Source: an optimization exercise on an open RTL-to-GDS flow (aim: small area and a short achievable clock period). Production flows keep margins and buffers that such runs may drop.

==> inputs of exp/yarrow <==
Design eq_streaming, start of the top module:
module eq_streaming #(
	parameter integer C_S_AXI_DATA_WIDTH = 32
)
(
    input aclk,
    input aresetn,
    input [C_S_AXI_DATA_WIDTH-1:0] D_READY,
    input [C_S_AXI_DATA_WIDTH-1:0] FFT_PTNS,
    input [C_S_AXI_DATA_WIDTH-1:0] FFT_BKTS,
    input [C_S_AXI_DATA_WIDTH-1:0] my_reg0,
    input [C_S_AXI_DATA_WIDTH-1:0] my_reg1,
    input [C_S_AXI_DATA_WIDTH-1:0] my_reg2,
    input [C_S_AXI_DATA_WIDTH-1:0] my_reg3,
    input [C_S_AXI_DATA_WIDTH-1:0] my_reg4,
    input [C_S_AXI_DATA_WIDTH-1:0] my_reg5,
    input [C_S_AXI_DATA_WIDTH-1:0] my_reg6,
    input [C_S_AXI_DATA_WIDTH-1:0] my_reg7,
    input [C_S_AXI_DATA_WIDTH-1:0] my_reg8,
    input [C_S_AXI_DATA_WIDTH-1:0] my_reg9,
    input [C_S_AXI_DATA_WIDTH-1:0] my_reg10,
    input [C_S_AXI_DATA_WIDTH-1:0] my_reg11,
    input [C_S_AXI_DATA_WIDTH-1:0] my_reg12,
    input [C_S_AXI_DATA_WIDTH-1:0] s_axis_data,
    output reg s_axis_ready,
    input s_axis_valid,
    output reg [C_S_AXI_DATA_WIDTH-1:0] m_axis_data,
    input m_axis_ready,
    output reg m_axis_valid
);
wire acc = s_axis_valid & m_axis_ready;
reg v0, v1, r0, r1;
always @(posedge aclk) begin
    if (!aresetn) begin
        v0 <= 1'b0; v1 <= 1'b0; m_axis_valid <= 1'b0;
        r0 <= 1'b0; r1 <= 1'b0; s_axis_ready <= 1'b0;
    end else begin
        v0 <= s_axis_valid; v1 <= v0; m_axis_valid <= v1;
        r0 <= m_axis_ready; r1 <= r0; s_axis_ready <= r1;
    end
end
reg [3:0] nb;
always @(posedge aclk) nb <= FFT_BKTS[3:0];
reg [15:0] rem;
reg z;
reg [11:0] n;
wire [12:0] n1 = {1'b0, n} + 13'd1;
wire wrap = n1[nb];
always @(posedge aclk) begin
    if (!aresetn) begin
        rem <= FFT_PTNS[15:0];
        z <= 1'b1;
        n <= 12'd1;
    end else if (acc) begin
        if (rem == 16'd1) begin
            rem <= FFT_PTNS[15:0];
            z <= 1'b1;
        end else begin
            rem <= rem - 16'd1;
            z <= 1'b0;
        end
        if (!z)
            n <= wrap ? 12'd1 : n1[11:0];
    end
end
wire [11:0] lead;
genvar k;
generate for (k = 0; k < 12; k = k + 1) begin : g_lead
    if (k == 11) begin : g_top
  ...
==> module eq_gmux13, before the edit <==
module eq_gmux13 (
    input [12:0] sel,
    input [23:0] d0, d1, d2, d3, d4, d5, d6, d7, d8, d9, d10, d11, d12,
    output [23:0] y
);
assign y =
      ({24{sel[0]}}  & d0)  | ({24{sel[1]}}  & d1)  | ({24{sel[2]}}  & d2)
    | ({24{sel[3]}}  & d3)  | ({24{sel[4]}}  & d4)  | ({24{sel[5]}}  & d5)
    | ({24{sel[6]}}  & d6)  | ({24{sel[7]}}  & d7)  | ({24{sel[8]}}  & d8)
    | ({24{sel[9]}}  & d9)  | ({24{sel[10]}} & d10) | ({24{sel[11]}} & d11)
    | ({24{sel[12]}} & d12);
endmodule
==> flow/config.mk <==
export PLATFORM = sky130hd
export DESIGN_NAME = eq_streaming
export DESIGN_NICKNAME = eq_streaming
export VERILOG_FILES = /design/flow/design.v
export SDC_FILE = /design/flow/constraint.sdc
export NUM_CORES = 4
export LEC_CHECK = 0
export CAP_MARGIN = 20
export CORE_MARGIN = 2
export CORE_UTILIZATION = 45
export CTS_CLUSTER_DIAMETER = 80
export CTS_CLUSTER_SIZE = 20
export PLACE_DENSITY = 0.6
export SLEW_MARGIN = 20
export SYNTH_HIERARCHICAL = 1
==> flow/constraint.sdc <==
create_clock -name core_clock -period 10.0 [get_ports {aclk}]
set_input_delay 2.0000 -clock core_clock [delete_from_list [all_inputs] [get_ports {aclk}]]
set_output_delay 2.0000 -clock core_clock [all_outputs]
set_load 0.01 [all_outputs]
standard.sh (not shown) runs the stock make flow with config.mk's settings and CLKGATE_MAP_FILE= SYNTH_SCRIPT=/design/flow/synth_recipe.tcl, a recipe that flattens the netlist after the stock synthesis.
==> flow/flow/run.sh <==
#!/bin/bash
set -euo pipefail
MARGIN=$(cat flow/margin.txt)
bash standard.sh SETUP_SLACK_MARGIN=$MARGIN \
  "BUFFER_PORTS_ARGS=-buffer_cell sky130_fd_sc_hd__buf_1" finish > make_finish.log 2>&1
==> flow/flow/margin.txt <==
7
==> inputs of exp/violet, as changes to exp/yarrow <==
--- a/flow/config.mk
+++ b/flow/config.mk
@@ -10,4 +10,4 @@
 export CORE_UTILIZATION = 45
-export CTS_CLUSTER_DIAMETER = 80
-export CTS_CLUSTER_SIZE = 20
+export CTS_CLUSTER_DIAMETER = 90
+export CTS_CLUSTER_SIZE = 25
 export PLACE_DENSITY = 0.6
==> inputs of exp/zinc, as changes to exp/yarrow <==
--- a/flow/design.v
+++ b/flow/design.v
@@ -1077,8 +1077,15 @@
 );
-assign y =
-      ({24{sel[0]}}  & d0)  | ({24{sel[1]}}  & d1)  | ({24{sel[2]}}  & d2)
-    | ({24{sel[3]}}  & d3)  | ({24{sel[4]}}  & d4)  | ({24{sel[5]}}  & d5)
-    | ({24{sel[6]}}  & d6)  | ({24{sel[7]}}  & d7)  | ({24{sel[8]}}  & d8)
-    | ({24{sel[9]}}  & d9)  | ({24{sel[10]}} & d10) | ({24{sel[11]}} & d11)
-    | ({24{sel[12]}} & d12);
+genvar i;
+generate for (i = 0; i < 24; i = i + 1) begin : g_bit
+    wire na, nb, nc, nd, ne;
+    eq_aoi222 u_a (.a1(sel[0]), .a2(d0[i]), .b1(sel[1]), .b2(d1[i]), .c1(sel[2]), .c2(d2[i]), .y(na));
+    eq_aoi222 u_b (.a1(sel[3]), .a2(d3[i]), .b1(sel[4]), .b2(d4[i]), .c1(sel[5]), .c2(d5[i]), .y(nb));
+    eq_aoi222 u_c (.a1(sel[6]), .a2(d6[i]), .b1(sel[7]), .b2(d7[i]), .c1(sel[8]), .c2(d8[i]), .y(nc));
+    eq_aoi222 u_d (.a1(sel[9]), .a2(d9[i]), .b1(sel[10]), .b2(d10[i]), .c1(sel[11]), .c2(d11[i]), .y(nd));
+    assign ne = ~(sel[12] & d12[i]);
+    assign y[i] = ~(na & nb & nc & nd & ne);
+end endgenerate
+endmodule
+module eq_aoi222 (input a1, input a2, input b1, input b2, input c1, input c2, output y);
+assign y = ~((a1 & a2) | (b1 & b2) | (c1 & c2));
 endmodule
==> flow_summary_export.csv <==
group,metric,value,unit
cts,cts-resized-gates,127,
cells_and_area,area_share_nonclk_buffers,9.84,%
global_routing,grt_util_all_layers,36.5,%
routing,finalWirelength,83300,µm
routing,vias,17600,
place,post-place-ws,6.05,ns
routing,routedWlPerCell,29.2,µm
global_routing,grt_pass1_wl,119000,µm
setup_path,cpPeakStageDelay,0.85,ns
run_status,status,"complete, no violations",
-- figures above: exp/violet

==> flow_summary_export.csv <==
group,metric,value,unit
global_routing,grt_pass1_wl,118000,µm
run_status,status,"complete, no violations",
setup_path,cpPeakStageDelay,0.67,ns
global_routing,grt_util_all_layers,36.4,%
routing,vias,17500,
routing,routedWlPerCell,29.5,µm
cts,cts-resized-gates,163,
-- figures above: exp/zinc

==> flow_summary_export.csv <==
group,metric,value,unit
run_status,status,"complete, no violations",
routing,finalWirelength,83300,µm
routing,vias,17800,
cts,cts-resized-gates,150,
place,post-place-ws,6.05,ns
floorplan,die-height,213,µm
global_routing,grt_util_all_layers,36.3,%
floorplan,initial_core_util,45.6,%
cells_and_area,area_share_nonclk_buffers,9.93,%
routing,routedWlPerCell,29.1,µm
global_routing,grt_pass1_wl,119000,µm
routing,drc_errors,0,
routing,drt-pass1-iter-count,8,
-- figures above: exp/yarrow

Function was not checked in any run of this note: the RTL went through the layout flow alone.

[static timing again, ports no longer ideal]
Ports are ideal in the flow. The routed layouts listed here were re-timed in OpenROAD.
Step 1 (the two cells are an assumption about what drives the block):
set clk [get_ports {aclk}]
set_driving_cell -lib_cell sky130_fd_sc_hd__clkbuf_16 $clk
set_driving_cell -lib_cell sky130_fd_sc_hd__buf_2 [delete_from_list [all_inputs] $clk]
Step 2 adds t to the input delays and takes it off the output delays; t is the mean of the earliest and latest rising clock arrival at the registers after step 1. Input paths then give back, and output paths get back, about the clock's delay inside the block.
Three values: ideal ports, drivers, drivers and shift; two values: the first two.
run | t (ns) | setup WS [ns] | worst setup path after step 2 | clock arrival spread, ns | worst slew at a driven data input, ns
exp/yarrow | 0.586 | 6.994 / 6.951 / 6.508 | input to register | 0.017 / 0.018 | 0.18
exp/violet | 0.579 | 6.885 / 6.885 / 6.451 | input to register | 0.028 / 0.027 | 0.19
exp/zinc | 0.584 | 6.859 / 6.870 / 6.286 | input to register | 0.022 / 0.022 | 0.22
After both steps setup and hold are still met in every run listed. The setup slack of exp/zinc, which loses most, moves by +0.011 ns with the drivers and by -0.573 ns with both steps.
